Source: an optimization exercise on an open RTL-to-GDS flow (aim: small area). Production flows keep margins and buffers that such runs may drop. In this exercise RTL edits were held to simulation tests only and were not proved equivalent to the original. Power is estimated from default activity; no workload was simulated.

===== flow/config.mk =====
export PLATFORM = sky130hd
export DESIGN_NAME = control
export DESIGN_NICKNAME = control
export VERILOG_FILES = /design/flow/design.v
export SDC_FILE = /design/flow/constraint.sdc
export NUM_CORES = 4
export LEC_CHECK = 0
export CAP_MARGIN = 20
export CORE_MARGIN = 2
export CORE_UTILIZATION = 40
export PLACE_DENSITY = 0.6
export SLEW_MARGIN = 20

===== flow/constraint.sdc =====
create_clock -name core_clock -period 10.0 [get_ports {pclk}]
set_input_delay 2.0000 -clock core_clock [delete_from_list [all_inputs] [get_ports {pclk}]]
set_output_delay 2.0000 -clock core_clock [all_outputs]
set_load 0.01 [all_outputs]

===== flow/design.v =====
module control(
    input pclk,
    input resetn,
    output tx_rinc,
    input [7:0] tx_rdata,
    input tx_rempty,
    output tx,
    output rx_winc,
    output [7:0] rx_wdata,
    input rx_wfull,
    input rx
);
    vlc_tx u_tx(.pclk(pclk), .resetn(resetn), .tx_rinc(tx_rinc), .tx_rdata(tx_rdata),
                .tx_rempty(tx_rempty), .tx(tx));
    vlc_rx u_rx(.pclk(pclk), .resetn(resetn), .rx_winc(rx_winc), .rx_wdata(rx_wdata),
                .rx_wfull(rx_wfull), .rx(rx));
endmodule
module vlc_tx(
    input pclk,
    input resetn,
    output tx_rinc,
    input [7:0] tx_rdata,
    input tx_rempty,
    output tx
);
    function [5:0] enc6;
        input [3:0] n;
        case (n)
            4'h0: enc6 = 6'b001110; 4'h1: enc6 = 6'b001101;
            4'h2: enc6 = 6'b010011; 4'h3: enc6 = 6'b010110;
            4'h4: enc6 = 6'b010101; 4'h5: enc6 = 6'b100011;
            4'h6: enc6 = 6'b100110; 4'h7: enc6 = 6'b100101;
            4'h8: enc6 = 6'b011001; 4'h9: enc6 = 6'b011010;
            4'ha: enc6 = 6'b011100; 4'hb: enc6 = 6'b110001;
            4'hc: enc6 = 6'b110010; 4'hd: enc6 = 6'b101001;
            4'he: enc6 = 6'b101010; default: enc6 = 6'b101100;
        endcase
    endfunction
    function [3:0] dec6;
        input [5:0] w;
        case (w)
            6'b001110: dec6 = 4'h0; 6'b001101: dec6 = 4'h1;
            6'b010011: dec6 = 4'h2; 6'b010110: dec6 = 4'h3;
            6'b010101: dec6 = 4'h4; 6'b100011: dec6 = 4'h5;
            6'b100110: dec6 = 4'h6; 6'b100101: dec6 = 4'h7;
            6'b011001: dec6 = 4'h8; 6'b011010: dec6 = 4'h9;
            6'b011100: dec6 = 4'ha; 6'b110001: dec6 = 4'hb;
            6'b110010: dec6 = 4'hc; 6'b101001: dec6 = 4'hd;
            6'b101010: dec6 = 4'he; 6'b101100: dec6 = 4'hf;
            default:   dec6 = 4'h0;
        endcase
    endfunction
    localparam [3:0] E_IDLE = 4'd0, E_SH = 4'd1, E_SL = 4'd2, E_D0 = 4'd3, E_D11 = 4'd14;
    localparam [2:0] C_IDLE = 3'd0, C_WAIT = 3'd1, C_SEND = 3'd2, C_LOW = 3'd3, C_GAP = 3'd4;
    reg [12:0] pwm;         
    reg        encoding;    
    reg        curTx;
    reg [3:0]  est;
    reg [5:0]  cnt;         
    reg [4:0]  sym;         
    reg [7:0]  dbuf;        
    reg [2:0]  cst;
    reg [9:0]  lowcnt;
    wire e_sl   = (est == E_SL);
    wire e_last = (est == E_D11);
    wire sym23  = sym[4] & sym[2] & sym[1] & sym[0];
    wire cnt2   = (cnt == 6'd2);
    wire cnt48  = cnt[5] & cnt[4] & ~cnt[0];
    wire cnt49  = cnt[5] & cnt[4] & cnt[0];
    wire sym4   = sym[2];                                 
    wire ready  = cnt2 & ((e_sl & (sym == 5'd0)) | (e_last & ~sym23));
    wire frameEnd = e_last & cnt49 & sym23;
    wire c_idle = (cst == C_IDLE);
    wire c_wait = (cst == C_WAIT);
    wire c_send = (cst == C_SEND);
    wire c_low  = (cst == C_LOW);
    wire c_gap  = (cst == C_GAP);
    wire low_done = lowcnt[9] & lowcnt[8] & lowcnt[6] & lowcnt[4] & lowcnt[0];             
    wire gap_done = lowcnt[9] & lowcnt[6] & lowcnt[4] & lowcnt[2] & lowcnt[1] & lowcnt[0];  
    reg encode;
    reg [2:0] cst_n;
    always @(*) begin
        cst_n = cst;
        encode = 1'b0;
        case (cst)
            C_IDLE: if (~tx_rempty) begin
                        if (pwm[12]) begin cst_n = C_WAIT; encode = 1'b1; end
                        else cst_n = C_LOW;
                    end
            C_LOW:  if (low_done) begin cst_n = C_WAIT; encode = 1'b1; end
            C_WAIT: begin encode = 1'b1; if (ready) cst_n = C_SEND; end
            C_SEND: begin
                        encode = ~(ready & tx_rempty);
                        if (frameEnd) cst_n = C_GAP;
                        else if (ready & tx_rempty) cst_n = C_IDLE;
                    end
            C_GAP:  if (gap_done) cst_n = C_IDLE;
            default: cst_n = C_IDLE;
        endcase
    end
    assign tx_rinc = ready & (c_wait | (c_send & ~tx_rempty));
    always @(posedge pclk or negedge resetn) begin
        if (~resetn) cst <= C_IDLE;
        else cst <= cst_n;
    end
    always @(posedge pclk) begin
        if (c_low | c_gap) lowcnt <= lowcnt + 1'b1;
        else lowcnt <= 10'd0;
    end
    wire [3:0] nib = (est >= 4'd9) ? dbuf[7:4] : dbuf[3:0];
    wire [5:0] code = enc6(nib);
    reg  [2:0] bidx;
    always @(*) begin
        case (est)
            4'd3, 4'd9:  bidx = 3'd0;
            4'd4, 4'd10: bidx = 3'd1;
            4'd5, 4'd11: bidx = 3'd2;
            4'd6, 4'd12: bidx = 3'd3;
            4'd7, 4'd13: bidx = 3'd4;
            default:     bidx = 3'd5;
        endcase
    end
    wire dbit = code[bidx];
    reg [3:0] est_n;
    reg [5:0] cnt_n;
    reg [4:0] sym_n;
    reg       tx_n;
    always @(*) begin
        est_n = est;
        cnt_n = cnt49 ? 6'd0 : cnt + 1'b1;
        sym_n = sym;
        tx_n  = curTx;
        case (est)
            E_IDLE: begin
                tx_n = 1'b0; cnt_n = 6'd0; sym_n = 5'd0;
                if (encode) est_n = E_SH;
            end
            E_SH: begin
                tx_n = 1'b1;
                if (cnt49) begin
                    if (sym4) begin est_n = E_SL; sym_n = 5'd0; end
                    else sym_n = sym + 1'b1;
                end
            end
            E_SL: begin
                tx_n = 1'b0;
                if (cnt49) begin
                    if (sym4) begin est_n = E_D0; sym_n = 5'd0; end
                    else sym_n = sym + 1'b1;
                end
            end
            default: begin
                if (cnt49) begin
                    if (e_last) begin
                        if (encode & ~sym23) begin est_n = E_D0; sym_n = sym + 1'b1; end
                        else begin est_n = E_IDLE; sym_n = 5'd0; end
                    end else est_n = est + 1'b1;
                end else tx_n = dbit;
            end
        endcase
    end
    always @(posedge pclk or negedge resetn) begin
        if (~resetn) begin
            est <= E_IDLE;
            encoding <= 1'b0;
            pwm <= 13'd0;
        end else begin
            est <= est_n;
            encoding <= (est != E_IDLE);
            if (~encoding) pwm <= pwm + 1'b1;
        end
    end
    always @(posedge pclk) begin
        cnt <= cnt_n;
        sym <= sym_n;
        curTx <= tx_n;
        if (cnt48 & ((e_sl & sym4) | e_last)) dbuf <= tx_rdata;
    end
    assign tx = encoding ? curTx : pwm[12];
endmodule
module vlc_rx(
    input pclk,
    input resetn,
    output rx_winc,
    output [7:0] rx_wdata,
    input rx_wfull,
    input rx
);
    function [5:0] enc6;
        input [3:0] n;
        case (n)
            4'h0: enc6 = 6'b001110; 4'h1: enc6 = 6'b001101;
            4'h2: enc6 = 6'b010011; 4'h3: enc6 = 6'b010110;
            4'h4: enc6 = 6'b010101; 4'h5: enc6 = 6'b100011;
            4'h6: enc6 = 6'b100110; 4'h7: enc6 = 6'b100101;
            4'h8: enc6 = 6'b011001; 4'h9: enc6 = 6'b011010;
            4'ha: enc6 = 6'b011100; 4'hb: enc6 = 6'b110001;
            4'hc: enc6 = 6'b110010; 4'hd: enc6 = 6'b101001;
            4'he: enc6 = 6'b101010; default: enc6 = 6'b101100;
        endcase
    endfunction
    function [3:0] dec6;
        input [5:0] w;
        case (w)
            6'b001110: dec6 = 4'h0; 6'b001101: dec6 = 4'h1;
            6'b010011: dec6 = 4'h2; 6'b010110: dec6 = 4'h3;
            6'b010101: dec6 = 4'h4; 6'b100011: dec6 = 4'h5;
            6'b100110: dec6 = 4'h6; 6'b100101: dec6 = 4'h7;
            6'b011001: dec6 = 4'h8; 6'b011010: dec6 = 4'h9;
            6'b011100: dec6 = 4'ha; 6'b110001: dec6 = 4'hb;
            6'b110010: dec6 = 4'hc; 6'b101001: dec6 = 4'hd;
            6'b101010: dec6 = 4'he; 6'b101100: dec6 = 4'hf;
            default:   dec6 = 4'h0;
        endcase
    endfunction
    localparam [4:0] R_IDLE = 5'd0, R_SH0 = 5'd1, R_SH4 = 5'd5, R_PEND = 5'd6,
                     R_SL0 = 5'd7, R_SL1 = 5'd8, R_SL4 = 5'd11, R_D0 = 5'd12, R_D11 = 5'd23,
                     R_V0 = 5'd24, R_V1 = 5'd25;
    reg [1:0]  rs;
    reg [4:0]  rst;
    reg [15:0] c;      
    reg [4:0]  v;      
    reg [5:0]  S;      
    reg [1:0]  m;      
    reg [11:0] raw;
    reg        dv;
    reg [3:0]  lo_nib;
    reg        winc_q;
    reg [7:0]  wdata_q;
    wire act  = ~((rst == R_IDLE) | (rst == R_PEND));
    wire live = &S;
    wire win  = (v >= 5'd17) & (v <= 5'd21) & (c[0] == v[0]);
    wire ph22 = (v == 5'd22) & ~c[0];
    wire dec  = ph22 & live;
    wire bitv = &m;
    wire wrapzone = &c[15:6] & (c[5] | c[4]);
    reg pass;
    integer i;
    always @(*) begin
        pass = 1'b1;
        for (i = 0; i < 7; i = i + 1)
            if ((&raw[i +: 6]) | ~(|raw[i +: 6])) pass = 1'b0;
    end
    reg [4:0] rst_n;
    always @(*) begin
        rst_n = rst;
        case (rst)
            R_IDLE: if (&rs) rst_n = R_SH0;
            R_PEND: if (~|rs) rst_n = R_SL0;
            R_SL0:  if (dec & ~bitv) rst_n = R_SL1;
            R_V0:   rst_n = R_V1;
            R_V1:   rst_n = pass ? R_D0 : R_IDLE;
            default: begin
                if (dec) begin
                    if (rst <= R_SH4) rst_n = bitv ? rst + 1'b1 : R_IDLE;
                    else if (rst <= R_SL4) rst_n = ~bitv ? rst + 1'b1 : R_IDLE;
                    else rst_n = rst + 1'b1;
                end
            end
        endcase
    end
    always @(posedge pclk or negedge resetn) begin
        if (~resetn) begin
            rst <= R_IDLE;
            winc_q <= 1'b0;
            wdata_q <= 8'h0;
        end else begin
            rst <= rst_n;
            winc_q <= dv & ~rx_wfull;
            if (dv & ~rx_wfull) wdata_q <= {dec6(raw[11:6]), lo_nib};
        end
    end
    always @(posedge pclk) begin
        rs <= {rs[0], rx};
        dv <= (rst == R_V1) & pass;
        if (~act) begin
            c <= 16'd0;
            v <= 5'd0;
            S <= 6'h3f;
        end else begin
            c <= c + 1'b1;
            v <= (v == 5'd24) ? 5'd0 : v + 1'b1;
            if (ph22) begin
                if (wrapzone) S <= ~c[5:0];
                else if (~live) S <= S - 1'b1;
            end
        end
        m <= win ? (m + {1'b0, rs[1] & ~bitv}) : 2'd0;
        if (dec & (rst >= R_D0) & (rst <= R_D11)) raw <= {bitv, raw[11:1]};
        if (dec & (rst == R_D0 + 5'd6)) lo_nib <= dec6(raw[11:6]);
    end
    assign rx_winc = winc_q;
    assign rx_wdata = wdata_q;
endmodule

===== flow/flow/run.sh =====
#!/bin/bash
# Own layout flow: the standard ORFS flow (standard.sh), with a synthesis script that
# maps the logic for area: no half/full-adder cell extraction and an area-only ABC script.
# Registers, names and the rest of the flow are those of the standard flow.
set -euo pipefail
W=$(pwd)
F=$W/flow
sed "s#@ABC@#$F/area.abc#" "$F/synth_own.tcl" > "$W/synth_own.tcl"
sed "s#SYNTH_SCRIPT=[^ ]*#SYNTH_SCRIPT=$W/synth_own.tcl#" "$W/standard.sh" > "$W/own_standard.sh"
grep -q "SYNTH_SCRIPT=$W/synth_own.tcl" "$W/own_standard.sh"
# port buffers: the smallest buffer; clock tree: small buffers, no dummy loads
export BUFFER_PORTS_ARGS="-buffer_cell sky130_fd_sc_hd__buf_1"
export CTS_ARGS="-sink_clustering_enable -repair_clock_nets -dont_use_dummy_load -buf_list sky130_fd_sc_hd__clkbuf_8 -root_buf sky130_fd_sc_hd__clkbuf_8"
bash "$W/own_standard.sh" > "$W/orfs_make.log" 2>&1

===== flow/flow/area.abc =====
strash
ifraig
scorr
dc2
strash
&get -n
&dch -f
&nf -a -R 1000
&put

===== flow/flow/synth_own.tcl =====
proc synth {args} { yosys synth -nofsm -noshare {*}$args }
set ::env(ADDER_MAP_FILE) ""
proc abc {args} {
  set i [lsearch -exact $args -script]
  if {$i >= 0} { set args [lreplace $args $i [expr {$i + 1}] -script @ABC@] }
  yosys abc {*}$args
}
source $::env(SCRIPTS_DIR)/synth.tcl
# left out here: clear keep_hierarchy, flatten, clean up, hide names made inside functions, write 1_2_yosys.v

===== flow/standard.sh =====
#!/bin/bash
# synth_recipe.tcl (not shown) runs the flow's synth.tcl, then flattens the netlist and writes it again
# the make line also repeats each setting of config.mk as NAME=value (left out here)
make -C /OpenROAD-flow-scripts/flow DESIGN_CONFIG=/design/flow/config.mk WORK_HOME=/design/flow/orfs CLKGATE_MAP_FILE= SYNTH_SCRIPT=/design/flow/synth_recipe.tcl "${@:-finish}"

==> results of run 1 <==
metrics by stage:
| step | hold slack (ps) | util |
|---|---|---|
| after floorplan | 346 | - |
| after global placement | 365 | 0.431 |
| after detailed placement | 367 | 0.431 |
| after CTS | 374 | 0.450 |
| after global routing | 390 | 0.450 |
| final | 372 | 0.450 |
power by group:
| part | leakage (uW) | switching (uW) | internal [uW] | total (uW) |
|---|---|---|---|---|
| clock | 0.000122 | 145 | 148 | 293 |
| combinational | 0.000966 | 90.0 | 71.4 | 161 |
| sequential | 0.00111 | 60.3 | 519 | 579 |
| total | 0.00220 | 295 | 738 | 1030 |
final cells by class:
class / count / share of cell area
clock buffer: 17 / 0.0415
inverter: 8 / 0.00533
multi-input combinational: 415 / 0.410
sequential: 113 / 0.486
tap: 172 / 0.0382
timing repair buffer: 26 / 0.0195
worst max-delay path, cell delays in order:
cell	delay (ps)
buf_1	80
clkinv_1	70
nand2_1	50
a21oi_1	120
buf_1	160
how the worst max path moves through the flow:
stage | depth (start not counted) | end | start | slack [ps]
finish | 5 | tx_rinc | tx_rempty | 5510
global route | 5 | tx_rinc | tx_rempty | 5460
CTS | 5 | tx_rinc | tx_rempty | 5510
detailed placement | 5 | tx_rinc | tx_rempty | 5510
global placement | 5 | tx_rinc | tx_rempty | 5520
floorplan | 3 | tx_rinc | tx_rempty | 5700
kinds of logic after synthesis:
family | synth area share
AOI/OAI and AO/OA | 0.152
muxes | 0.0279
and+or+nand+nor | 0.241
buffers and inverters | 0.00592
DFF | 0.540
xor gates and xnor gates | 0.0328
per-layer routing:
metal,global-route usage,up-vias
met3,0.0519,16
met4,0.0651,0
met5,0,-
met1,0.183,1870
li1,-,2050
met2,0.224,59
registers in the layout, summed over array words and instances (netlist names), 5 cells and up:
register	cells
u_rx.S	6
u_rx.c	16
u_rx.raw	12
u_rx.rst	5
u_rx.v	5
u_rx.wdata_q	8
u_tx.cnt	6
u_tx.dbuf	8
u_tx.lowcnt	10
u_tx.pwm	13
u_tx.sym	5
layout by cell type (no fill, tap or decap), types with 19 or more instances in the layout:
cell / count
edfxtp_1: 30
nand2_1: 55
nor3_1: 26
buf_1: 22
dfrtp_1: 35
nor2_1: 67
nand3_1: 19
a21oi_1: 55
and3_1: 23
dfxtp_1: 48
o21ai_0: 40
==> impl_metrics.ini, run 1 <==
[placement]
dp_worst_setup_slack_ps = 5510
globalplace.congestion = 0.809
place.detailed.hpwl_um = 6680
port_buffers = 23
postPlaceCellArea_um2 = 5400
numPlacedInstances = 734

[clocking]
cts_resized = 0
clock_path_buffers = 2
insertion_delay_ps = 430
cts_hold_buffers = 0
tritoncts = yes
numCtsBuffers = 17
cts.reportedPaths.clkPinSlew_ps = 50
cts-root-buf = clkbuf_8
clock_sinks = 113
htreeDepth = 4
post_cts_buffers = 0

[power_and_ir_drop]
ir_drop_uv = 126
p_leak_uw = 0.00220
pwr_density_cell_nw_per_um2 = 183
power.total_uw = 1030

[global_routing]
maximum_number_of_pins_on_one_net_before_global_route_repair = 36
global_route_wire_length_before_repair_um = 15600
antenna_found_initial = 0
via_count_of_the_first_global_routing_pass = 3592
globalRoute.totalOverflow = 0
grt_util_all_layers = 0.145

[drt]
drt_wl_total_um = 9410
first_pass_iters = 4
detailroute.via_count = 3995
detail_route.wirelength.met1_um = 4720
route.detailed.drc = 0
post_drt_via_cell_ratio = 5.32
wl_met3_um = 277
wl_per_cell_um = 12.5
detail-route-antenna-nets = 0
routed.top_layer = met4
wl_met2_um = 4260
initialDrtViolationCount = 189

[worst_setup_path]
cp-end-kind = primary output
cp-start-kind = primary input
crit_required_ps = 8000
r2r_setup_slack_ps = 7010
critPathArrivalTime_ps = 2490
crit_path_max_fanout = 3
regToRegEndpoint = u_tx.curTx$_DFFE_PP_
criticalPathCategory = primary input to primary output
depth_of_the_worst_register_to_register_path = 11
crit-reg2reg-launch = u_tx.est[0]$_DFFE_PN0P_

[logic_synthesis]
synth_area_leaders = dfxtp_1, edfxtp_1, dfrtp_1
synthesis.area_um2 = 5070
synthMostInstantiatedCell = nor2_1
syn-mean-instance-area_um2 = 9.46
yosysWarnings = 2
yosys.area.top_type = dfxtp_1
synthFlopType = dfxtp_1
post_synthesis_cells = 536
synth_edf_count = 30
synth.distinct_cells = 46
postSynthRegisterBits = 113
synth_seq_area_share = 0.540
synth.cells.most_frequent = nor2_1, a21oi_1, nand2_1, dfxtp_1, o21ai_0
synth.net_count = 549
yosys.area.top_type_share = 0.189
synthArstFlopShare = 0.310

[timing]
post-route-worst-setup-slack_ps = 5510
unrepaired_setup_endpoints_after_global_routing = no
post-route-period-util = 0.449
relSlewSlack = 0.362
max_slew.worst_pin.slew_ps = 948
hold_viol = 0
fmaxAchievable_ghz = 0.223
finalWorstPathRequiredPeriod_ps = 4490
timing_max_transition_violations_final = 0
fin_skew_ps = 24.4
finalSetupViolations = 0
total_negative_setup_slack_ps = 0

[final_layout]
multi_input_comb_area_um2 = 2310
final-seq-area_um2 = 2740
fin_nets = 594
synthToLayoutAreaGrowth_pct = 11.1
final_cell_count_no_fill = 751
layout.filler_cells = 1223
diodes = 0
post-route-cell-area_um2 = 5640
drive_above_1_share = 0.0380

[die]
starting_density_of_the_core = 0.405
number_of_top_level_pins = 24
design.die.area_um2 = 13600
core.rowCount = 41
die_h_um = 117
placeableCoreArea_um2 = 12500
die_width_um = 117

[min_path]
hold_path_class = register to register
timing.hold.worst_endpoint = u_rx.rs[1]$_DFF_P_
worstHoldPathCells = 0
hold_start = u_rx.rs[0]$_DFF_P_

[run_status]
run_status = timing/DRC/antenna clean

[run]
max-cap-violations = 0
==> run 2: changes to the inputs <==
--- a/flow/design.v
+++ b/flow/design.v
@@ -217,3 +217,3 @@
                      R_SL0 = 5'd7, R_SL1 = 5'd8, R_SL4 = 5'd11, R_D0 = 5'd12, R_D11 = 5'd23,
-                     R_V0 = 5'd24, R_V1 = 5'd25;
+                     R_V0 = 5'd24, R_V1 = 5'd25, R_DV = 5'd26;
     reg [1:0]  rs;
@@ -225,3 +225,3 @@
     reg [11:0] raw;
-    reg        dv;
+    wire       dv = (rst == R_DV);    
     reg [3:0]  lo_nib;
@@ -231,4 +231,4 @@
     wire live = &S;
-    wire win  = (v >= 5'd17) & (v <= 5'd21) & (c[0] == v[0]);
-    wire ph22 = (v == 5'd22) & ~c[0];
+    wire win  = ((v == 5'd8) & c[0]) | (v == 5'd9) | (v == 5'd10);
+    wire ph22 = (v == 5'd11) & ~c[0];
     wire dec  = ph22 & live;
@@ -251,3 +251,4 @@
             R_V0:   rst_n = R_V1;
-            R_V1:   rst_n = pass ? R_D0 : R_IDLE;
+            R_V1:   rst_n = pass ? R_DV : R_IDLE;
+            R_DV:   rst_n = R_D0;
             default: begin
@@ -274,3 +275,2 @@
         rs <= {rs[0], rx};
-        dv <= (rst == R_V1) & pass;
         if (~act) begin
@@ -281,3 +281,3 @@
             c <= c + 1'b1;
-            v <= (v == 5'd24) ? 5'd0 : v + 1'b1;
+            if (c[0]) v <= (v == 5'd24) ? 5'd0 : v + 1'b1;
             if (ph22) begin
--- a/flow/flow/run.sh
+++ b/flow/flow/run.sh
@@ -2,3 +2,4 @@
 # Own layout flow: the standard ORFS flow (standard.sh), with a synthesis script that
-# maps the logic for area: no half/full-adder cell extraction and an area-only ABC script.
+# maps the logic for area: no half/full-adder cell extraction and an area-oriented ABC script
+# (deepsyn restructuring, then area mapping).
 # Registers, names and the rest of the flow are those of the standard flow.
==> flow/flow/area.abc (replaced) <==
strash
ifraig
scorr
dc2
strash
&get -n
&deepsyn -T 30
&put
dch -f
amap
==> run 2 against run 1 <==
  * Setup slack got worse by 270 ps
  * Largest power group unchanged
  * Fmax fell by 5.7%
  * Global-route usage rose by 0.75 points
  * Synthesized cell count rose by 3.0%
  * Critical path type is now register to primary output
  * Sequential share of layout area rose by 2.7 points
  * Power fell by 6.5%
==> impl_metrics.ini, run 2 <==
[worst_setup_path]
crit_required_ps = 8000
critical_path.cell_chain = clkinv_1, nor2_1, a21oi_1, or4_1, nor4_1, nor2b_1, buf_1
cp-end-kind = primary output
critPathLaunch = u_tx.est[3]$_DFFE_PN0P_
crit-reg2reg-launch = u_tx.est[3]$_DFFE_PN0P_
slowest_delay_ps = 530
cpMaxStageDelayCell = nor4_1
critPathTopFamily = simple AND/OR/NAND/NOR gates
path_depth = 7
regToRegEndpoint = u_tx.sym[0]$_DFFE_PP_
r2r_setup_slack_ps = 6720
cp-start-kind = register
timing.critical_path.to = tx_rinc
crit_path_max_fanout = 7
critPathArrivalTime_ps = 2760
cp_num_buf_inv = 2
criticalPathCategory = register to primary output
depth_of_the_worst_register_to_register_path = 10

[die]
starting_density_of_the_core = 0.408
die_width_um = 115
core.rowCount = 40
die_h_um = 115
design.die.area_um2 = 13200
number_of_top_level_pins = 24
placeableCoreArea_um2 = 12000

[timing]
fmaxAchievable_ghz = 0.210
finalSetupViolations = 0
relSlewSlack = 0.403
post-route-period-util = 0.476
fin_skew_ps = 22.3
unrepaired_setup_endpoints_after_global_routing = no
hold_viol = 0
timing_max_transition_violations_final = 0
max_slew.worst_pin.slew_ps = 895
finalWorstPathRequiredPeriod_ps = 4760
total_negative_setup_slack_ps = 0

[logic_synthesis]
syn-mean-instance-area_um2 = 8.88
synth_simple_gate_area_frac = 0.220
synth_area_leaders = dfxtp_1, edfxtp_1, dfrtp_1
synth.cells.most_frequent = nor2_1, clkinv_1, dfxtp_1, nand2_1, dfrtp_1
synth_edf_count = 30
synthFlopType = dfxtp_1
post_synthesis_cells = 552
postSynthRegisterBits = 112
proportion_of_synthesized_area_in_mux_cells = 0
synthesis.area_um2 = 4900
synth.distinct_cells = 43
share_of_the_synthesized_area_in_compound_gates_ao_oa_aoi_oai = 0.170
yosys.area.top_type = dfxtp_1
synthMostInstantiatedCell = nor2_1
yosysWarnings = 2
synth_seq_area_share = 0.554
synthAdderAreaFrac = 0
synth_top_family_by_area = simple AND/OR/NAND/NOR gates
synth_xor_area_frac = 0.00179
synthArstFlopShare = 0.313
yosys.area.top_type_share = 0.192
synth.net_count = 565

[drt]
first_pass_iters = 5
wl_met3_um = 341
detail-route-antenna-nets = 0
route.detailed.drc = 0
drt_wl_total_um = 9310
wl_per_cell_um = 12.7
detailroute.via_count = 3960
detail_route.wirelength.met1_um = 4480
routed.top_layer = met4
post_drt_via_cell_ratio = 5.41
initialDrtViolationCount = 243
wl_met2_um = 4330

[final_layout]
synthToLayoutAreaGrowth_pct = 8.22
layout.cells.most_common_list = nor2_1, clkinv_1, nand2_1, dfxtp_1, dfrtp_1
largest_register = u_rx.c
largest_registers = u_rx.c x16, u_tx.pwm x13, u_rx.raw x12
layout.filler_cells = 1184
final_cell_count_no_fill = 732
fin_nets = 600
largest_register_ffs = 16
drive_above_1_share = 0.0188
most_common_cell_after_layout_fill_and_taps_aside = nor2_1
diodes = 0

[global_routing]
globalRoute.totalOverflow = 0
antenna_found_initial = 0
global_route_wire_length_before_repair_um = 16300
via_count_of_the_first_global_routing_pass = 3706
maximum_number_of_pins_on_one_net_before_global_route_repair = 36
grt_util_all_layers = 0.152

[power_and_ir_drop]
ir_drop_uv = 63.7
pwr_density_cell_nw_per_um2 = 182
p_leak_uw = 0.00195

[clocking]
cts_hold_buffers = 0
clock_sinks = 112
cts_resized = 0
htreeDepth = 3
numCtsBuffers = 9
clock_path_buffers = 2
insertion_delay_ps = 370
tritoncts = yes
cts.reportedPaths.clkPinSlew_ps = 80
cts-root-buf = clkbuf_8
post_cts_buffers = 0

[placement]
numPlacedInstances = 723
globalplace.congestion = 0.896
place.detailed.hpwl_um = 6830
port_buffers = 23

[min_path]
hold_path_class = register to register

[run_status]
run_status = timing/DRC/antenna clean

[run]
max-cap-violations = 0
[run 2: logic make-up after synthesis]
group,after synthesis
flops,112
simple gates,247
buf+inv,71
xor+xnor,1
compound gates,121
[run 2: routing by layer]
metal | vias up | GRT usage
met3 | 13 | 0.0254
met4 | 0 | 0.0651
li1 | 2027 | -
met5 | - | 0
met2 | 79 | 0.252
met1 | 1841 | 0.198
[run 2: worst min-delay path by stage]
stage,from,end,cells after the start
6_report,u_rx.rs[0]$_DFF_P_,u_rx.rs[1]$_DFF_P_,0
4_1_cts,u_rx.rs[0]$_DFF_P_,u_rx.rs[1]$_DFF_P_,0
2_1_floorplan,u_rx.rs[0]$_DFF_P_,u_rx.rs[1]$_DFF_P_,0
5_1_grt,u_rx.rs[0]$_DFF_P_,u_rx.rs[1]$_DFF_P_,0
3_3_place_gp,u_rx.rs[0]$_DFF_P_,u_rx.rs[1]$_DFF_P_,0
3_5_place_dp,u_rx.rs[0]$_DFF_P_,u_rx.rs[1]$_DFF_P_,0
[run 2: report_power, final]
group          internal (uW)  total [uW]  leakage (uW)  switching, uW
clock                   81.3         210     0.0000647            129
combinational           73.7         191      0.000793            117
sequential               524         565       0.00110           41.2
total                    679         967       0.00195            287
[run 2: area by class of cell]
type,count,area [um^2],share of cell area
clock buffer,9,124,0.0233
inverter,71,267,0.0502
multi-input combinational,369,1920,0.362
sequential,112,2720,0.512
tap,147,184,0.0347
timing repair buffer,24,95.1,0.0179
[run 2: per-stage QoR]
step	util	setup slack [ps]	power (uW)	hold slack, ps	area [um^2]
finish	0.442	5240	967	383	5310
detailed placement	0.431	5460	766	370	5180
CTS	0.442	5260	979	383	5310
global placement	0.431	5480	761	369	5180
floorplan	-	5680	713	352	4900
global route	0.442	4950	1030	390	5310
[run 2: worst register-to-register path, cell delays in order (launching register included)]
cell	delay (ps)
dfrtp_1	430
clkinv_1	210
nor2_1	270
a21oi_1	120
or4_1	500
nor4_1	530
a21oi_1	200
nor2_1	320
nor3_1	120
nor2_1	260
nor2_1	80
==> run 3: changes to the inputs <==
--- a/flow/design.v
+++ b/flow/design.v
@@ -52,3 +52,3 @@
     endfunction
-    localparam [3:0] E_IDLE = 4'd0, E_SH = 4'd1, E_SL = 4'd2, E_D0 = 4'd3, E_D11 = 4'd14;
+    localparam [3:0] E_IDLE = 4'b0110, E_SH = 4'b0111, E_SL = 4'b1111, E_D0 = 4'b0000, E_D11 = 4'b1101;
     localparam [2:0] C_IDLE = 3'd0, C_WAIT = 3'd1, C_SEND = 3'd2, C_LOW = 3'd3, C_GAP = 3'd4;
@@ -109,16 +109,6 @@
     end
-    wire [3:0] nib = (est >= 4'd9) ? dbuf[7:4] : dbuf[3:0];
+    wire [3:0] nib = est[3] ? dbuf[7:4] : dbuf[3:0];
     wire [5:0] code = enc6(nib);
-    reg  [2:0] bidx;
-    always @(*) begin
-        case (est)
-            4'd3, 4'd9:  bidx = 3'd0;
-            4'd4, 4'd10: bidx = 3'd1;
-            4'd5, 4'd11: bidx = 3'd2;
-            4'd6, 4'd12: bidx = 3'd3;
-            4'd7, 4'd13: bidx = 3'd4;
-            default:     bidx = 3'd5;
-        endcase
-    end
-    wire dbit = code[bidx];
+    wire [7:0] code8 = {code[1:0], code};    
+    wire dbit = code8[est[2:0]];
     reg [3:0] est_n;
@@ -156,3 +146,3 @@
                         else begin est_n = E_IDLE; sym_n = 5'd0; end
-                    end else est_n = est + 1'b1;
+                    end else est_n = (est[2:0] == 3'd5) ? {~est[3], 3'd0} : est + 1'b1;
                 end else tx_n = dbit;
==> flow/flow/area.abc (replaced) <==
strash
ifraig
scorr
dc2
strash
&get -n
&deepsyn -T 300 -J 200
&put
dch -f
amap
==> run 3 against run 2 <==
  * Critical path type is now primary input to primary output
  * Combinational power shrank 14%
  * Register-to-register slack gained 400 ps
  * Power shrank 4.7%
  * Sequential share of layout area grew 0.36 points
  * Clock-buffer cell count is the same
  * Clock skew grew 3.6 ps
  * Sequential cell count is the same
  * Critical path depth shrank 2
  * Global-route usage shrank 0.11 points
  * Synthesized cell count shrank 2.4%
  * Clock power is essentially flat
==> impl_metrics.ini, run 3 <==
[final_layout]
layout.cells.most_common_list = nor2_1, clkinv_1, dfxtp_1, nand2_1, nor3_1
largest_register_ffs = 16
fin_nets = 588
post-route-util = 0.443
synthToLayoutAreaGrowth_pct = 8.83
drive_above_1_share = 0.0297
most_common_cell_after_layout_fill_and_taps_aside = nor2_1
largest_register = u_rx.c
diodes = 0
largest_registers = u_rx.c x16, u_tx.pwm x13, u_rx.raw x12

[placement]
port_buffers = 23
globalplace.congestion = 0.886
place.detailed.hpwl_um = 6710

[timing]
total_negative_setup_slack_ps = 0
fin_skew_ps = 26.0
finalWorstPathRequiredPeriod_ps = 4610
post-route-period-util = 0.461
relSlewSlack = 0.425
unrepaired_setup_endpoints_after_global_routing = no
fmaxAchievable_ghz = 0.217
hold_viol = 0
max_slew.worst_pin.slew_ps = 863
final.hold.worst_slack_ps = 412
timing_max_transition_violations_final = 0
finalSetupViolations = 0

[die]
core.rowCount = 40
starting_density_of_the_core = 0.407
die_h_um = 114
placeableCoreArea_um2 = 11900
design.die.area_um2 = 13000
number_of_top_level_pins = 24
die_width_um = 114

[drt]
wl_per_cell_um = 12.7
detail-route-antenna-nets = 0
post_drt_via_cell_ratio = 5.36
route.detailed.drc = 0
first_pass_iters = 5
initialDrtViolationCount = 228
detailroute.via_count = 3856
drt_wl_total_um = 9130

[logic_synthesis]
post_synthesis_cells = 539
postSynthRegisterBits = 112
yosys.area.top_type_share = 0.194
synth_seq_area_share = 0.561
synthesis.area_um2 = 4840
yosysWarnings = 2
syn-mean-instance-area_um2 = 8.99
synthArstFlopShare = 0.313
synth_area_leaders = dfxtp_1, edfxtp_1, dfrtp_1
synth.net_count = 552
synth.cells.most_frequent = nor2_1, clkinv_1, dfxtp_1, nand2_1, nor3_1
synth_edf_count = 30
synth.distinct_cells = 46
synthMostInstantiatedCell = nor2_1
synthFlopType = dfxtp_1
yosys.area.top_type = dfxtp_1

[clocking]
cts_resized = 0
clock_path_buffers = 2
tritoncts = yes
post_cts_buffers = 0
cts-root-buf = clkbuf_8
cts.reportedPaths.clkPinSlew_ps = 100
cts_hold_buffers = 0
htreeDepth = 3
clock_sinks = 112
insertion_delay_ps = 370
numCtsBuffers = 9

[worst_setup_path]
depth_of_the_worst_register_to_register_path = 9
r2r_setup_slack_ps = 7120
cp-start-kind = primary input
crit-reg2reg-launch = u_tx.est[3]$_DFFE_PN0P_
crit_required_ps = 8000
critPathArrivalTime_ps = 2610
crit_path_max_fanout = 3
regToRegEndpoint = u_tx.curTx$_DFFE_PP_
cp-end-kind = primary output
criticalPathCategory = primary input to primary output

[global_routing]
global_route_wire_length_before_repair_um = 16100
grt_util_all_layers = 0.151
via_count_of_the_first_global_routing_pass = 3632
antenna_found_initial = 0
maximum_number_of_pins_on_one_net_before_global_route_repair = 36
globalRoute.totalOverflow = 0

[min_path]
hold_path_class = register to register
worstHoldPathCells = 0
timing.hold.worst_endpoint = u_rx.rs[1]$_DFF_P_
hold_start = u_rx.rs[0]$_DFF_P_

[run_status]
run_status = timing/DRC/antenna clean

[power_and_ir_drop]
power.total_uw = 921
p_seq_frac = 0.591
power_switching_uw = 274
p_leak_uw = 0.00191
power.share.combinational = 0.178
pwr_density_cell_nw_per_um2 = 175
clock_power_share = 0.231
ir_drop_uv = 78.9
intPower_uw = 647
power.switching_fraction = 0.297

[run]
max-cap-violations = 0
-- run 3: cell types whose count changed in the layout (fill, tap and decap cells not counted), moves of 5 or more --
cell | previous run | this run
o21ai_0 | 28 | 17
nand4_1 | 7 | 2
and2_0 | 3 | 9
o21a_1 | 9 | 4
clkinv_1 | 71 | 66
nor3_1 | 29 | 39
nand2_1 | 47 | 40
a21oi_1 | 12 | 17
-- run 3: logic make-up (layout without fill, tap and decap cells) --
group | count (synthesis) | in the layout | synth area share
xor gates and xnor gates | 1 | 1 | 0.00181
AOI/OAI and AO/OA | 110 | 110 | 0.159
buffers and inverters | 66 | 100 | 0.0511
and+or+nand+nor | 250 | 250 | 0.227
DFF | 112 | 112 | 0.561
-- run 3: power groups by stage --
| stage | logic (uW) | clock network (uW) | registers [uW] |
|---|---|---|---|
| global placement | 159 | 0 | 552 |
| detailed placement | 165 | 0 | 553 |
| CTS | 165 | 225 | 544 |
| finish | 164 | 213 | 544 |
| floorplan | 125 | 0 | 546 |
| global route | 190 | 241 | 551 |
-- run 3: final cells by class --
cell class	count	area [um^2]
Fill cell	1185	6640
Multi-Input combinational cell	361	1890
Inverter	66	248
Sequential cell	112	2720
Tap cell	147	184
Timing Repair Buffer	25	103
Clock buffer	9	124
-- run 3: worst max-delay path: stages --
cell,delay [ps]
buf_1,70
clkinv_1,90
o21ai_0,230
nor3_1,80
buf_1,130
-- run 3: through the flow --
stage               instance area (um^2)  setup slack, ps  cells
floorplan                           4840             5590    539
global placement                    5140             5390    711
detailed placement                  5140             5390    711
CTS                                 5270             5370    720
global route                        5270             5300    720
finish                              5270             5390    720
-- run 3: worst max path at each step --
| stage | startpoint | to | slack (ps) |
|---|---|---|---|
| after floorplan | tx_rempty | tx_rinc | 5590 |
| after global placement | tx_rempty | tx_rinc | 5390 |
| after detailed placement | tx_rempty | tx_rinc | 5390 |
| after CTS | tx_rempty | tx_rinc | 5370 |
| after global routing | tx_rempty | tx_rinc | 5300 |
| final | tx_rempty | tx_rinc | 5390 |
-- run 3: per-layer routing --
layer / vias up / track usage / wire (um)
li1: 1979 / - / -
met1: 1802 / 0.205 / 4670
met2: 63 / 0.235 / 4030
met3: 12 / 0.0334 / 280
met4: 0 / 0.0642 / 153
met5: - / 0 / 0
==> run 4: changes to the inputs <==
--- a/flow/flow/area.abc
+++ b/flow/flow/area.abc
@@ -10 +10,4 @@
 amap
+strash
+dch -f
+amap
==> run 4 against run 3 <==
  * Die area shrank 0.32%
  * Synthesized cell count fell by 0.19%
  * Sequential cell count stayed put
  * Power grew 1.6%
  * Cell area fell by 0.33%
  * Routed wire length fell by 2.2%
  * Hold slack worse by 24 ps
  * Clock skew rose by 3.5 ps
  * Critical endpoint unchanged
==> impl_metrics.ini, run 4 <==
[logic_synthesis]
synth_seq_area_share = 0.563
synth_area_leaders = dfxtp_1, edfxtp_1, dfrtp_1
synthAdderAreaFrac = 0
synth_simple_gate_area_frac = 0.240
yosys.area.top_type = dfxtp_1
synthesis.area_um2 = 4830
syn-mean-instance-area_um2 = 8.97
share_of_the_synthesized_area_in_compound_gates_ao_oa_aoi_oai = 0.151
yosys.area.top_type_share = 0.195
synth_top_family_by_area = simple AND/OR/NAND/NOR gates
proportion_of_synthesized_area_in_mux_cells = 0
synth.cells.most_frequent = nor2_1, clkinv_1, dfxtp_1, nor3_1, nand2_1
synth_xor_area_frac = 0
synthArstFlopShare = 0.313
post_synthesis_cells = 538
synthFlopType = dfxtp_1
postSynthRegisterBits = 112
synth.net_count = 551
synth_edf_count = 30
synthMostInstantiatedCell = nor2_1
yosysWarnings = 2
synth.distinct_cells = 41

[global_routing]
via_count_of_the_first_global_routing_pass = 3532
global_route_wire_length_before_repair_um = 15300
antenna_found_initial = 0
globalRoute.totalOverflow = 0
maximum_number_of_pins_on_one_net_before_global_route_repair = 36
grt_util_all_layers = 0.149

[worst_setup_path]
critical_path.cell_chain = buf_1, nand2_1, nand2_1, nor3_1, buf_1
cpMaxStageDelayCell = buf_1
cp-end-kind = primary output
crit_path_max_fanout = 2
timing.critical_path.to = tx_rinc
regToRegEndpoint = u_tx.sym[3]$_DFFE_PP_
cp_num_buf_inv = 2
critPathArrivalTime_ps = 2520
r2r_setup_slack_ps = 7180
critPathTopFamily = simple AND/OR/NAND/NOR gates
slowest_delay_ps = 170
critPathLaunch = tx_rempty
criticalPathCategory = primary input to primary output
path_depth = 5
depth_of_the_worst_register_to_register_path = 9
cp-start-kind = primary input
crit-reg2reg-launch = u_tx.est[3]$_DFFE_PN0P_
crit_required_ps = 8000

[power_and_ir_drop]
clock_power_share = 0.227
power.total_uw = 936
power_switching_uw = 281
power.share.combinational = 0.190
p_seq_frac = 0.583
ir_drop_uv = 101
p_leak_uw = 0.00195
power.switching_fraction = 0.301
intPower_uw = 654
pwr_density_cell_nw_per_um2 = 178

[final_layout]
synthToLayoutAreaGrowth_pct = 8.84
most_common_cell_after_layout_fill_and_taps_aside = nor2_1
post-route-util = 0.441
largest_register_ffs = 16
layout.cells.most_common_list = nor2_1, clkinv_1, dfxtp_1, nand2_1, nor3_1
drive_above_1_share = 0.0297
largest_registers = u_rx.c x16, u_tx.pwm x13, u_rx.raw x12
fin_nets = 587
diodes = 0
largest_register = u_rx.c

[clocking]
cts.reportedPaths.clkPinSlew_ps = 80
clock_sinks = 112
insertion_delay_ps = 390
post_cts_buffers = 0
cts_resized = 0
numCtsBuffers = 9
cts-root-buf = clkbuf_8
cts_hold_buffers = 0
tritoncts = yes
clock_path_buffers = 2
htreeDepth = 3

[timing]
fin_skew_ps = 29.5
unrepaired_setup_endpoints_after_global_routing = no
finalSetupViolations = 0
post-route-period-util = 0.452
hold_viol = 0
timing_max_transition_violations_final = 0
max_slew.worst_pin.slew_ps = 870
fmaxAchievable_ghz = 0.221
relSlewSlack = 0.420
final.hold.worst_slack_ps = 387
post-route-worst-setup-slack_ps = 5480
total_negative_setup_slack_ps = 0
finalWorstPathRequiredPeriod_ps = 4520

[die]
die_h_um = 114
number_of_top_level_pins = 24
placeableCoreArea_um2 = 11900
starting_density_of_the_core = 0.405
design.die.area_um2 = 13000
die_width_um = 114
core.rowCount = 40

[drt]
initialDrtViolationCount = 174
post_drt_via_cell_ratio = 5.25
detailroute.via_count = 3775
detail-route-antenna-nets = 0
wl_per_cell_um = 12.4
route.detailed.drc = 0
first_pass_iters = 4
drt_wl_total_um = 8930

[placement]
dp_worst_setup_slack_ps = 5470
place.detailed.hpwl_um = 6580
globalplace.congestion = 0.885
port_buffers = 23

[run_status]
run_status = timing/DRC/antenna clean

[run]
max-cap-violations = 0

[min_path]
hold_path_class = register to register
worstHoldPathCells = 0
[run 4: cell count changes in the layout (fill, tap and decap cells not counted), sizes merged, moves of 4 or more]
cell	before	now
clkinv	66	58
nor2	126	134
nand2	40	35
a21oi	17	21
a22oi	1	5
a31oi	11	7
nor3	40	36
[run 4: cell type report]
type	instances	area, um^2
Clock buffer	9	124
Fill cell	1152	6660
Inverter	58	218
Multi-Input combinational cell	368	1910
Sequential cell	112	2720
Tap cell	147	184
Timing Repair Buffer	25	103
[run 4: per-layer routing]
layer,part of all wire,track usage,up-vias
li1,-,-,1968
met1,0.50,0.193,1729
met2,0.44,0.230,65
met3,0.045,0.0468,13
met4,0.019,0.0634,0
met5,0,0,-
[run 4: power groups by stage]
stage | Clock, uW | Combinational, uW | Sequential, uW
global route | 240 | 206 | 554
CTS | 224 | 179 | 546
floorplan | 0 | 137 | 548
detailed placement | 0 | 179 | 556
global placement | 0 | 172 | 555
finish | 212 | 178 | 546
[run 4: worst min path at each step]
stage	startpoint	to	slack, ps
after CTS	u_rx.rs[0]$_DFF_P_	u_rx.rs[1]$_DFF_P_	390
after global placement	u_rx.rs[0]$_DFF_P_	u_rx.rs[1]$_DFF_P_	380
after floorplan	u_rx.rs[0]$_DFF_P_	u_rx.rs[1]$_DFF_P_	350
after global routing	u_rx.rs[0]$_DFF_P_	u_rx.rs[1]$_DFF_P_	400
final	u_rx.rs[0]$_DFF_P_	u_rx.rs[1]$_DFF_P_	390
after detailed placement	u_rx.rs[0]$_DFF_P_	u_rx.rs[1]$_DFF_P_	380
[run 4: through the flow]
| step | cells | instance area (um^2) |
|---|---|---|
| 6_report | 719 | 5260 |
| 5_1_grt | 719 | 5260 |
| 4_1_cts | 719 | 5250 |
| 3_5_place_dp | 710 | 5130 |
| 3_3_place_gp | 710 | 5130 |
| 2_1_floorplan | 538 | 4830 |
[run 4: kinds of logic (layout without fill, tap and decap cells)]
| group | count (synthesis) | in the layout |
|---|---|---|
| compound gates | 108 | 108 |
| buf+inv | 58 | 92 |
| flops | 112 | 112 |
| simple gates | 260 | 260 |
==> run 5: changes to the inputs <==
--- a/flow/flow/area.abc
+++ b/flow/flow/area.abc
@@ -13 +13,4 @@
 amap
+strash
+dch -f
+amap
==> run 5 against run 4 <==
  * Still clean on timing, DRC and antenna
  * Cell count grew 1.1%
  * Utilization increased by 0.15 points
  * Register-to-register slack worse by 60 ps
  * Global-route usage shrank 0.49 points
  * Clock power is 2% higher
  * Power is 1.0% lower
  * Fmax fell by 2.3%
  * Highest routed layer unchanged
==> impl_metrics.ini, run 5 <==
[logic_synthesis]
synthMostInstantiatedCell = nor2_1
synth_area_leaders = dfxtp_1, edfxtp_1, dfrtp_1
yosys.area.top_type = dfxtp_1
synth_seq_area_share = 0.561
synthAdderAreaFrac = 0
syn-mean-instance-area_um2 = 8.89
synth.cells.most_frequent = nor2_1, clkinv_1, dfxtp_1, nand2_1, nor3_1
synth.distinct_cells = 39
postSynthRegisterBits = 112
synth.net_count = 558
synth_xor_area_frac = 0
synthesis.area_um2 = 4850
synth_edf_count = 30
proportion_of_synthesized_area_in_mux_cells = 0
synth_top_family_by_area = simple AND/OR/NAND/NOR gates
yosys.area.top_type_share = 0.194
post_synthesis_cells = 545
yosysWarnings = 2
synthFlopType = dfxtp_1
synthArstFlopShare = 0.313
synth_simple_gate_area_frac = 0.244
share_of_the_synthesized_area_in_compound_gates_ao_oa_aoi_oai = 0.147

[final_layout]
largest_registers = u_rx.c x16, u_tx.pwm x13, u_rx.raw x12
fin_nets = 595
post-route-util = 0.443
most_common_cell_after_layout_fill_and_taps_aside = nor2_1
drive_above_1_share = 0.0293
synthToLayoutAreaGrowth_pct = 8.80
layout.filler_cells = 1183
largest_register_ffs = 16
largest_register = u_rx.c
layout.cells.most_common_list = nor2_1, clkinv_1, dfxtp_1, nand2_1, nor3_1
diodes = 0

[timing]
finalSetupViolations = 0
post-route-period-util = 0.463
timing_max_transition_violations_final = 0
fin_skew_ps = 16.4
fmaxAchievable_ghz = 0.216
max_slew.worst_pin.slew_ps = 1030
relSlewSlack = 0.307
unrepaired_setup_endpoints_after_global_routing = no
total_negative_setup_slack_ps = 0
finalWorstPathRequiredPeriod_ps = 4630
hold_viol = 0

[die]
starting_density_of_the_core = 0.407
design.die.area_um2 = 13000
number_of_top_level_pins = 24
die_width_um = 114
core.rowCount = 40
die_h_um = 114
placeableCoreArea_um2 = 11900

[global_routing]
global_route_wire_length_before_repair_um = 15100
maximum_number_of_pins_on_one_net_before_global_route_repair = 36
antenna_found_initial = 0
via_count_of_the_first_global_routing_pass = 3415
globalRoute.totalOverflow = 0
grt_util_all_layers = 0.144

[power_and_ir_drop]
power.share.combinational = 0.177
ir_drop_uv = 74.2
pwr_density_cell_nw_per_um2 = 176
power.switching_fraction = 0.297
power_switching_uw = 275
intPower_uw = 651
p_seq_frac = 0.589
p_leak_uw = 0.00195
clock_power_share = 0.234

[clocking]
cts.reportedPaths.clkPinSlew_ps = 100
tritoncts = yes
cts_resized = 0
cts-root-buf = clkbuf_8
clock_path_buffers = 2
post_cts_buffers = 0
numCtsBuffers = 9
cts_hold_buffers = 0
clock_sinks = 112
htreeDepth = 3
insertion_delay_ps = 380

[drt]
wl_per_cell_um = 11.9
detailroute.via_count = 3808
initialDrtViolationCount = 204
post_drt_via_cell_ratio = 5.24
drt_wl_total_um = 8680
route.detailed.drc = 0
detail-route-antenna-nets = 0
first_pass_iters = 4

[worst_setup_path]
critPathLaunch = tx_rempty
criticalPathCategory = primary input to primary output
crit-reg2reg-launch = u_tx.cnt[1]$_SDFF_PP0_
regToRegEndpoint = u_tx.est[2]$_DFFE_PN1P_
crit_required_ps = 8000
timing.critical_path.to = tx_rinc
cp-end-kind = primary output
depth_of_the_worst_register_to_register_path = 11
critPathArrivalTime_ps = 2630
r2r_setup_slack_ps = 7120
crit_path_max_fanout = 2
cp-start-kind = primary input

[placement]
place.detailed.hpwl_um = 6330
port_buffers = 23
globalplace.congestion = 0.898

[min_path]
worstHoldPathCells = 0
hold_path_class = register to register

[run]
max-cap-violations = 0

[run_status]
run_status = timing/DRC/antenna clean
## run 5: cell count changes in the layout (fill, tap and decap cells not counted), moves of 3 or more
cell / before / now
o211ai_1: 4 / 1
clkinv_1: 58 / 62
nand2_1: 35 / 39
nor3_1: 34 / 38
o21a_1: 1 / 5
## run 5: worst min-delay path by stage
stage | startpoint | end | slack, ps
finish | u_rx.rs[0]$_DFF_P_ | u_rx.rs[1]$_DFF_P_ | 380
global route | u_rx.rs[0]$_DFF_P_ | u_rx.rs[1]$_DFF_P_ | 390
CTS | u_rx.rs[0]$_DFF_P_ | u_rx.rs[1]$_DFF_P_ | 380
detailed placement | u_rx.rs[0]$_DFF_P_ | u_rx.rs[1]$_DFF_P_ | 360
global placement | u_rx.rs[0]$_DFF_P_ | u_rx.rs[1]$_DFF_P_ | 360
floorplan | u_rx.rs[0]$_DFF_P_ | u_rx.rs[1]$_DFF_P_ | 350
## run 5: power by group through the flow
stage	clock [uW]	sequential (uW)	combinational, uW
after global routing	244	551	190
after CTS	229	545	165
after floorplan	0	546	128
after detailed placement	0	554	165
final	217	545	164
after global placement	0	552	160
## run 5: layer usage
layer / up-vias / track usage / wire, um
met3: 15 / 0.0334 / 351
met5: - / 0 / 0
met1: 1732 / 0.194 / 4380
met4: 0 / 0.0780 / 219
met2: 69 / 0.215 / 3730
li1: 1992 / - / -
## run 5: area by class of cell
type	count	area, um^2	area share
Sequential cell	112	2720	0.516
Multi-Input combinational cell	371	1900	0.361
Clock buffer	9	124	0.0235
Tap cell	147	184	0.0349
Inverter	62	233	0.0441
Timing Repair Buffer	26	108	0.0204
## run 5: critical path, cell delays in order
cell	delay, ps
buf_1	100
clkinv_1	80
o21ai_0	250
nor3_1	70
buf_1	130
## run 5: cell families after synthesis
family	count (synthesis)
flops	112
simple gates	265
compound gates	106
buf+inv	62
## run 5: metrics by stage
step	instance area, um^2	std cells	worst slack (ps)	hold WS [ps]	power [uW]
detailed placement	5140	717	5370	364	719
CTS	5270	726	5370	378	939
global placement	5140	717	5440	360	713
global route	5270	727	5250	393	985
finish	5270	727	5370	377	926
floorplan	4850	545	5610	351	674
==> run 6: changes to the inputs <==
--- a/flow/flow/area.abc
+++ b/flow/flow/area.abc
@@ -13,4 +13 @@
 amap
-strash
-dch -f
-amap
--- a/flow/config.mk
+++ b/flow/config.mk
@@ -7,6 +7,7 @@
 export LEC_CHECK = 0
-export CAP_MARGIN = 20
+export CAP_MARGIN = 0
 export CORE_MARGIN = 2
 export CORE_UTILIZATION = 40
+export GPL_TIMING_DRIVEN = 0
 export PLACE_DENSITY = 0.6
-export SLEW_MARGIN = 20
+export SLEW_MARGIN = 0
==> run 6 against run 5 <==
  * Still clean
  * Synthesized cell count shrank 1.3%
  * Non-clock buffer count shrank 1
  * Cell count shrank 1.1%
  * Clock-buffer cell count is the same
  * Fmax shrank 0.80%
  * Cell area shrank 0.36%
  * Register-to-register slack gained 80 ps
  * First-iteration DRC count grew 22%
  * Sequential power is essentially flat
  * Critical path depth is the same
  * Clock power shrank 3%
  * Critical path type unchanged
  * Largest cell class unchanged
  * Largest power group unchanged
  * Highest routed layer unchanged
==> impl_metrics.ini, run 6 <==
[drt]
first_pass_iters = 4
detail_route.wirelength.met1_um = 4340
drt_wl_total_um = 9020
detail-route-antenna-nets = 0
route.detailed.drc = 0
detailroute.via_count = 3818
wl_met3_um = 401
wl_met2_um = 4160
initialDrtViolationCount = 249
post_drt_via_cell_ratio = 5.31
wl_per_cell_um = 12.5
routed.top_layer = met4

[timing]
fin_skew_ps = 13.9
max_slew.worst_pin.slew_ps = 1030
finalWorstPathRequiredPeriod_ps = 4660
hold_viol = 0
post-route-worst-setup-slack_ps = 5340
post-route-period-util = 0.466
final.hold.worst_slack_ps = 381
fmaxAchievable_ghz = 0.214
total_negative_setup_slack_ps = 0
timing_max_transition_violations_final = 0
unrepaired_setup_endpoints_after_global_routing = no
finalSetupViolations = 0
relSlewSlack = 0.306

[logic_synthesis]
synthArstFlopShare = 0.313
synth_edf_count = 30
yosys.area.top_type_share = 0.195
synthFlopType = dfxtp_1
synth.distinct_cells = 41
synth.cells.most_frequent = nor2_1, clkinv_1, dfxtp_1, nor3_1, nand2_1
syn-mean-instance-area_um2 = 8.97
postSynthRegisterBits = 112
synth.net_count = 551
synth_seq_area_share = 0.563
synth_area_leaders = dfxtp_1, edfxtp_1, dfrtp_1
post_synthesis_cells = 538
yosys.area.top_type = dfxtp_1
synthesis.area_um2 = 4830
synthMostInstantiatedCell = nor2_1
yosysWarnings = 2

[power_and_ir_drop]
power.switching_fraction = 0.300
intPower_uw = 655
power.share.combinational = 0.190
ir_drop_uv = 98.5
p_leak_uw = 0.00194
pwr_density_cell_nw_per_um2 = 178
clock_power_share = 0.226
power_switching_uw = 281
p_seq_frac = 0.585

[final_layout]
synthToLayoutAreaGrowth_pct = 8.81
fin_nets = 587
final_cell_count_no_fill = 719
largest_register = u_rx.c
post-route-util = 0.441
largest_register_ffs = 16
most_common_cell_after_layout_fill_and_taps_aside = nor2_1
largest_registers = u_rx.c x16, u_tx.pwm x13, u_rx.raw x12
layout.cells.most_common_list = nor2_1, clkinv_1, dfxtp_1, nand2_1, nor3_1
diodes = 0
drive_above_1_share = 0.0280
layout.filler_cells = 1150

[die]
number_of_top_level_pins = 24
die_width_um = 114
core.rowCount = 40
design.die.area_um2 = 13000
placeableCoreArea_um2 = 11900
starting_density_of_the_core = 0.405
die_h_um = 114

[global_routing]
grt_util_all_layers = 0.148
via_count_of_the_first_global_routing_pass = 3571
antenna_found_initial = 0
maximum_number_of_pins_on_one_net_before_global_route_repair = 36
global_route_wire_length_before_repair_um = 15500
globalRoute.totalOverflow = 0

[placement]
numPlacedInstances = 710
place.detailed.hpwl_um = 6610
port_buffers = 23
dp_worst_setup_slack_ps = 5370
globalplace.congestion = 0.925

[clocking]
cts_hold_buffers = 0
numCtsBuffers = 9
cts-root-buf = clkbuf_8
htreeDepth = 3
tritoncts = yes
post_cts_buffers = 0
insertion_delay_ps = 370
cts.reportedPaths.clkPinSlew_ps = 90
clock_sinks = 112
cts_resized = 0
clock_path_buffers = 2

[worst_setup_path]
crit_path_max_fanout = 2
cp-start-kind = primary input
criticalPathCategory = primary input to primary output
regToRegEndpoint = u_tx.sym[3]$_DFFE_PP_
crit_required_ps = 8000
cp-end-kind = primary output
crit-reg2reg-launch = u_tx.est[3]$_DFFE_PN0P_
depth_of_the_worst_register_to_register_path = 9
critPathArrivalTime_ps = 2660
r2r_setup_slack_ps = 7200

[min_path]
worstHoldPathCells = 0
hold_path_class = register to register
timing.hold.worst_endpoint = u_rx.rs[1]$_DFF_P_
hold_start = u_rx.rs[0]$_DFF_P_

[run]
max-cap-violations = 0

[run_status]
run_status = timing/DRC/antenna clean
-- run 6: changes by cell type in the layout (fill, tap and decap cells not counted), sizes merged, moves of 2 or more --
| cell | change |
|---|---|
| clkbuf | -2 |
| nand4 | +2 |
| nor3 | -3 |
| o211ai | +3 |
| nand2 | -4 |
| o21a | -4 |
| a21oi | -2 |
| clkinv | -4 |
| and3 | +2 |
| a22o | +2 |
-- run 6: cell type report --
type | count | area (um^2) | share of cell area
Timing Repair Buffer | 25 | 106 | 0.0202
Sequential cell | 112 | 2720 | 0.518
Multi-Input combinational cell | 368 | 1900 | 0.362
Clock buffer | 9 | 124 | 0.0236
Inverter | 58 | 218 | 0.0414
Tap cell | 147 | 184 | 0.0350
-- run 6: worst max path at each step --
stage                                      start                        to  slack (ps)
final                                  tx_rempty                   tx_rinc        5340
after global routing                   tx_rempty                   tx_rinc        5290
after CTS                              tx_rempty                   tx_rinc        5360
after detailed placement               tx_rempty                   tx_rinc        5370
after global placement    u_rx.v[3]$_SDFFE_PP0P_  u_rx.lo_nib[1]$_DFFE_PP_        5130
after floorplan                        tx_rempty                   tx_rinc        5620
-- run 6: cell families (layout without fill, tap and decap cells) --
group	count (synthesis)	count (layout)	share of synthesized area
and+or+nand+nor	260	260	0.240
AOI/OAI and AO/OA	108	108	0.151
DFF	112	112	0.563
buffers and inverters	58	92	0.0451
-- run 6: power groups by stage --
stage / clock, uW / combinational, uW / sequential, uW
3_3_place_gp: 0 / 166 / 555
2_1_floorplan: 0 / 137 / 548
5_1_grt: 240 / 206 / 555
4_1_cts: 224 / 178 / 548
3_5_place_dp: 0 / 178 / 557
6_report: 211 / 178 / 547
-- run 6: per-layer routing --
layer  global-route usage  vias to the layer above
met3               0.0547                        8
met1                0.185                     1756
met5                    0                        -
met2                0.238                       79
li1                     -                     1975
met4               0.0463                        0
-- run 6: through the flow --
stage               total power, uW  instance area, um^2
finish                          936                 5250
floorplan                       685                 4830
detailed placement              736                 5130
CTS                             950                 5250
global route                   1000                 5250
global placement                721                 5100
-- run 6: critical path, stage by stage --
cell and delay, ps:
buf_1 100, nand2_1 80, nand2_1 70, nor3_1 220, buf_1 190
==> run 7: changes to the inputs <==
--- a/flow/config.mk
+++ b/flow/config.mk
@@ -10,3 +10,2 @@
 export CORE_UTILIZATION = 40
-export GPL_TIMING_DRIVEN = 0
 export PLACE_DENSITY = 0.6
==> run 7 against run 6 <==
  * Register-to-register slack got worse by 20 ps
  * Cell area barely moved
  * Setup slack improved by 150 ps
  * Clock-buffer cell count did not move
  * Die area did not move
  * Cell count did not move
  * Largest cell class unchanged
  * Highest routed layer unchanged
==> impl_metrics.ini, run 7 <==
[drt]
detail-route-antenna-nets = 0
initialDrtViolationCount = 180
wl_per_cell_um = 12.3
post_drt_via_cell_ratio = 5.24
route.detailed.drc = 0
drt_wl_total_um = 8850
first_pass_iters = 4
detailroute.via_count = 3766

[clocking]
post_cts_buffers = 0
numCtsBuffers = 9
tritoncts = yes
insertion_delay_ps = 390
clock_path_buffers = 2
cts.reportedPaths.clkPinSlew_ps = 80
htreeDepth = 3
clock_sinks = 112
cts-root-buf = clkbuf_8
cts_resized = 0
cts_hold_buffers = 0

[logic_synthesis]
yosys.area.top_type = dfxtp_1
synthFlopType = dfxtp_1
synth_area_leaders = dfxtp_1, edfxtp_1, dfrtp_1
yosysWarnings = 2
synth.distinct_cells = 41
postSynthRegisterBits = 112
synthArstFlopShare = 0.313
synth.cells.most_frequent = nor2_1, clkinv_1, dfxtp_1, nor3_1, nand2_1
syn-mean-instance-area_um2 = 8.97
post_synthesis_cells = 538
yosys.area.top_type_share = 0.195
synthesis.area_um2 = 4830
synthMostInstantiatedCell = nor2_1
synth_edf_count = 30
synth_seq_area_share = 0.563
synth.net_count = 551

[power_and_ir_drop]
p_leak_uw = 0.00194
ir_drop_uv = 101
pwr_density_cell_nw_per_um2 = 178

[final_layout]
drive_above_1_share = 0.0280
synthToLayoutAreaGrowth_pct = 8.73
diodes = 0
layout.filler_cells = 1152
fin_nets = 587
layout.cells.most_common_list = nor2_1, clkinv_1, dfxtp_1, nand2_1, nor3_1
largest_register_ffs = 16
largest_registers = u_rx.c x16, u_tx.pwm x13, u_rx.raw x12
post-route-cell-area_um2 = 5250
largest_register = u_rx.c
most_common_cell_after_layout_fill_and_taps_aside = nor2_1

[timing]
fmaxAchievable_ghz = 0.221
unrepaired_setup_endpoints_after_global_routing = no
post-route-period-util = 0.452
finalSetupViolations = 0
fin_skew_ps = 31.1
finalWorstPathRequiredPeriod_ps = 4520
hold_viol = 0
timing_max_transition_violations_final = 0
total_negative_setup_slack_ps = 0
max_slew.worst_pin.slew_ps = 1120
relSlewSlack = 0.248

[run]
max-cap-violations = 0

[die]
number_of_top_level_pins = 24
placeableCoreArea_um2 = 11900
core.rowCount = 40
die_h_um = 114
die_width_um = 114
starting_density_of_the_core = 0.405
design.die.area_um2 = 13000

[worst_setup_path]
depth_of_the_worst_register_to_register_path = 10
crit_required_ps = 8000
cp-start-kind = primary input
criticalPathCategory = primary input to primary output
cp-end-kind = primary output
crit_path_max_fanout = 2
critPathArrivalTime_ps = 2520

[min_path]
worstHoldPathCells = 0
hold_path_class = register to register

[global_routing]
global_route_wire_length_before_repair_um = 15300
globalRoute.totalOverflow = 0
antenna_found_initial = 0
grt_util_all_layers = 0.149
via_count_of_the_first_global_routing_pass = 3532
maximum_number_of_pins_on_one_net_before_global_route_repair = 36

[placement]
postPlaceCellArea_um2 = 5130
port_buffers = 23
place.detailed.hpwl_um = 6580
globalplace.congestion = 0.885

[run_status]
run_status = timing/DRC/antenna clean
run 7: final timing paths:
kind	start	endpoint	slack (ps)
setup / recovery	tx_rempty	tx_rinc	5480
hold / removal	u_rx.rs[0]$_DFF_P_	u_rx.rs[1]$_DFF_P_	390
setup reg to reg	u_tx.sym[0]$_DFFE_PP_	u_tx.sym[3]$_DFFE_PP_	7180
hold reg to reg	u_rx.rs[0]$_DFF_P_	u_rx.rs[1]$_DFF_P_	390
max in group asynchronous	resetn	u_tx.est[3]$_DFFE_PN0P_	7710
min in group asynchronous	resetn	u_rx.wdata_q[7]$_DFFE_PN0P_	1710
run 7: critical path: stages:
cell	delay, ps
buf_1	80
nand2_1	70
nand2_1	70
nor3_1	130
buf_1	170
run 7: power by group:
group,internal [uW],switching [uW]
sequential,511,34.6
clock,81.1,131
combinational,61.7,115
total,654,281
run 7: layout make-up:
type | count | area (um^2) | share of cell area
flip-flops and latches | 112 | 2720 | 0.518
multi-input cells | 368 | 1900 | 0.362
inverters | 58 | 218 | 0.0415
repair buffers | 25 | 103 | 0.0195
well taps | 147 | 184 | 0.0350
clock buffers | 9 | 124 | 0.0236
run 7: kinds of logic (layout without fill, tap and decap cells):
| kind of cell | Yosys count | count (layout) | share of synthesized area |
|---|---|---|---|
| flip-flops | 112 | 112 | 0.563 |
| buffers and inverters | 58 | 92 | 0.0451 |
| AND/OR/NAND/NOR | 260 | 260 | 0.240 |
| AO/OA/AOI/OAI | 108 | 108 | 0.151 |
run 7: per-stage QoR:
| stage | util | power [uW] | worst slack [ps] | hold slack, ps | instances |
|---|---|---|---|---|---|
| global placement | 0.430 | 727 | 5490 | 377 | 710 |
| CTS | 0.441 | 950 | 5470 | 391 | 719 |
| detailed placement | 0.430 | 734 | 5470 | 379 | 710 |
| finish | 0.441 | 935 | 5480 | 387 | 719 |
| global route | 0.441 | 1000 | 5420 | 401 | 719 |
| floorplan | - | 685 | 5620 | 346 | 538 |
run 7: metal layers:
layer / track usage / wire length, um / up-vias
met4: 0.0634 / 174 / 0
met5: 0 / 0 / -
met1: 0.193 / 4430 / 1716
met2: 0.230 / 3850 / 67
met3: 0.0468 / 394 / 13
li1: - / - / 1970

## afterwards: timing with drivers on the ports
In the flow no input, the clock included, has a driving cell. The finished layouts below were timed again as built, in two steps. Step 1 (the two cells are an assumption about what drives the block):
set clk [get_ports {pclk}]
set_driving_cell -lib_cell sky130_fd_sc_hd__clkbuf_16 $clk
set_driving_cell -lib_cell sky130_fd_sc_hd__buf_2 [delete_from_list [all_inputs] $clk]
Step 2 times the ports against the registers' clock, not the clock port: input delays grow and output delays shrink by t, the midpoint of the rising clock arrivals with the driver on. a / b / c = ideal ports / drivers / drivers and shift; a / b = the first two.
run | t, ns | setup WS [ns] | worst setup path at the end | clock arrival spread, ns | pins driven straight from the clock port
run 1 | 0.445 | 5.513 / 5.492 / 5.492 | input to output | 0.024 / 0.024 | 1
run 2 | 0.392 | 5.240 / 5.204 / 5.442 | input to output | 0.024 / 0.024 | 1
run 3 | 0.392 | 5.386 / 5.354 / 5.354 | input to output | 0.027 / 0.026 | 1
run 4 | 0.405 | 5.482 / 5.463 / 5.463 | input to output | 0.030 / 0.030 | 1
run 5 | 0.406 | 5.375 / 5.353 / 5.353 | input to output | 0.017 / 0.017 | 1
run 6 | 0.398 | 5.337 / 5.309 / 5.309 | input to output | 0.013 / 0.014 | 1
run 7 | 0.404 | 5.482 / 5.463 / 5.463 | input to output | 0.032 / 0.032 | 1
After both steps every run listed still meets setup and hold. For run 3, which loses most, drivers alone change the setup slack by -0.032 ns; drivers and shift together by -0.032 ns.
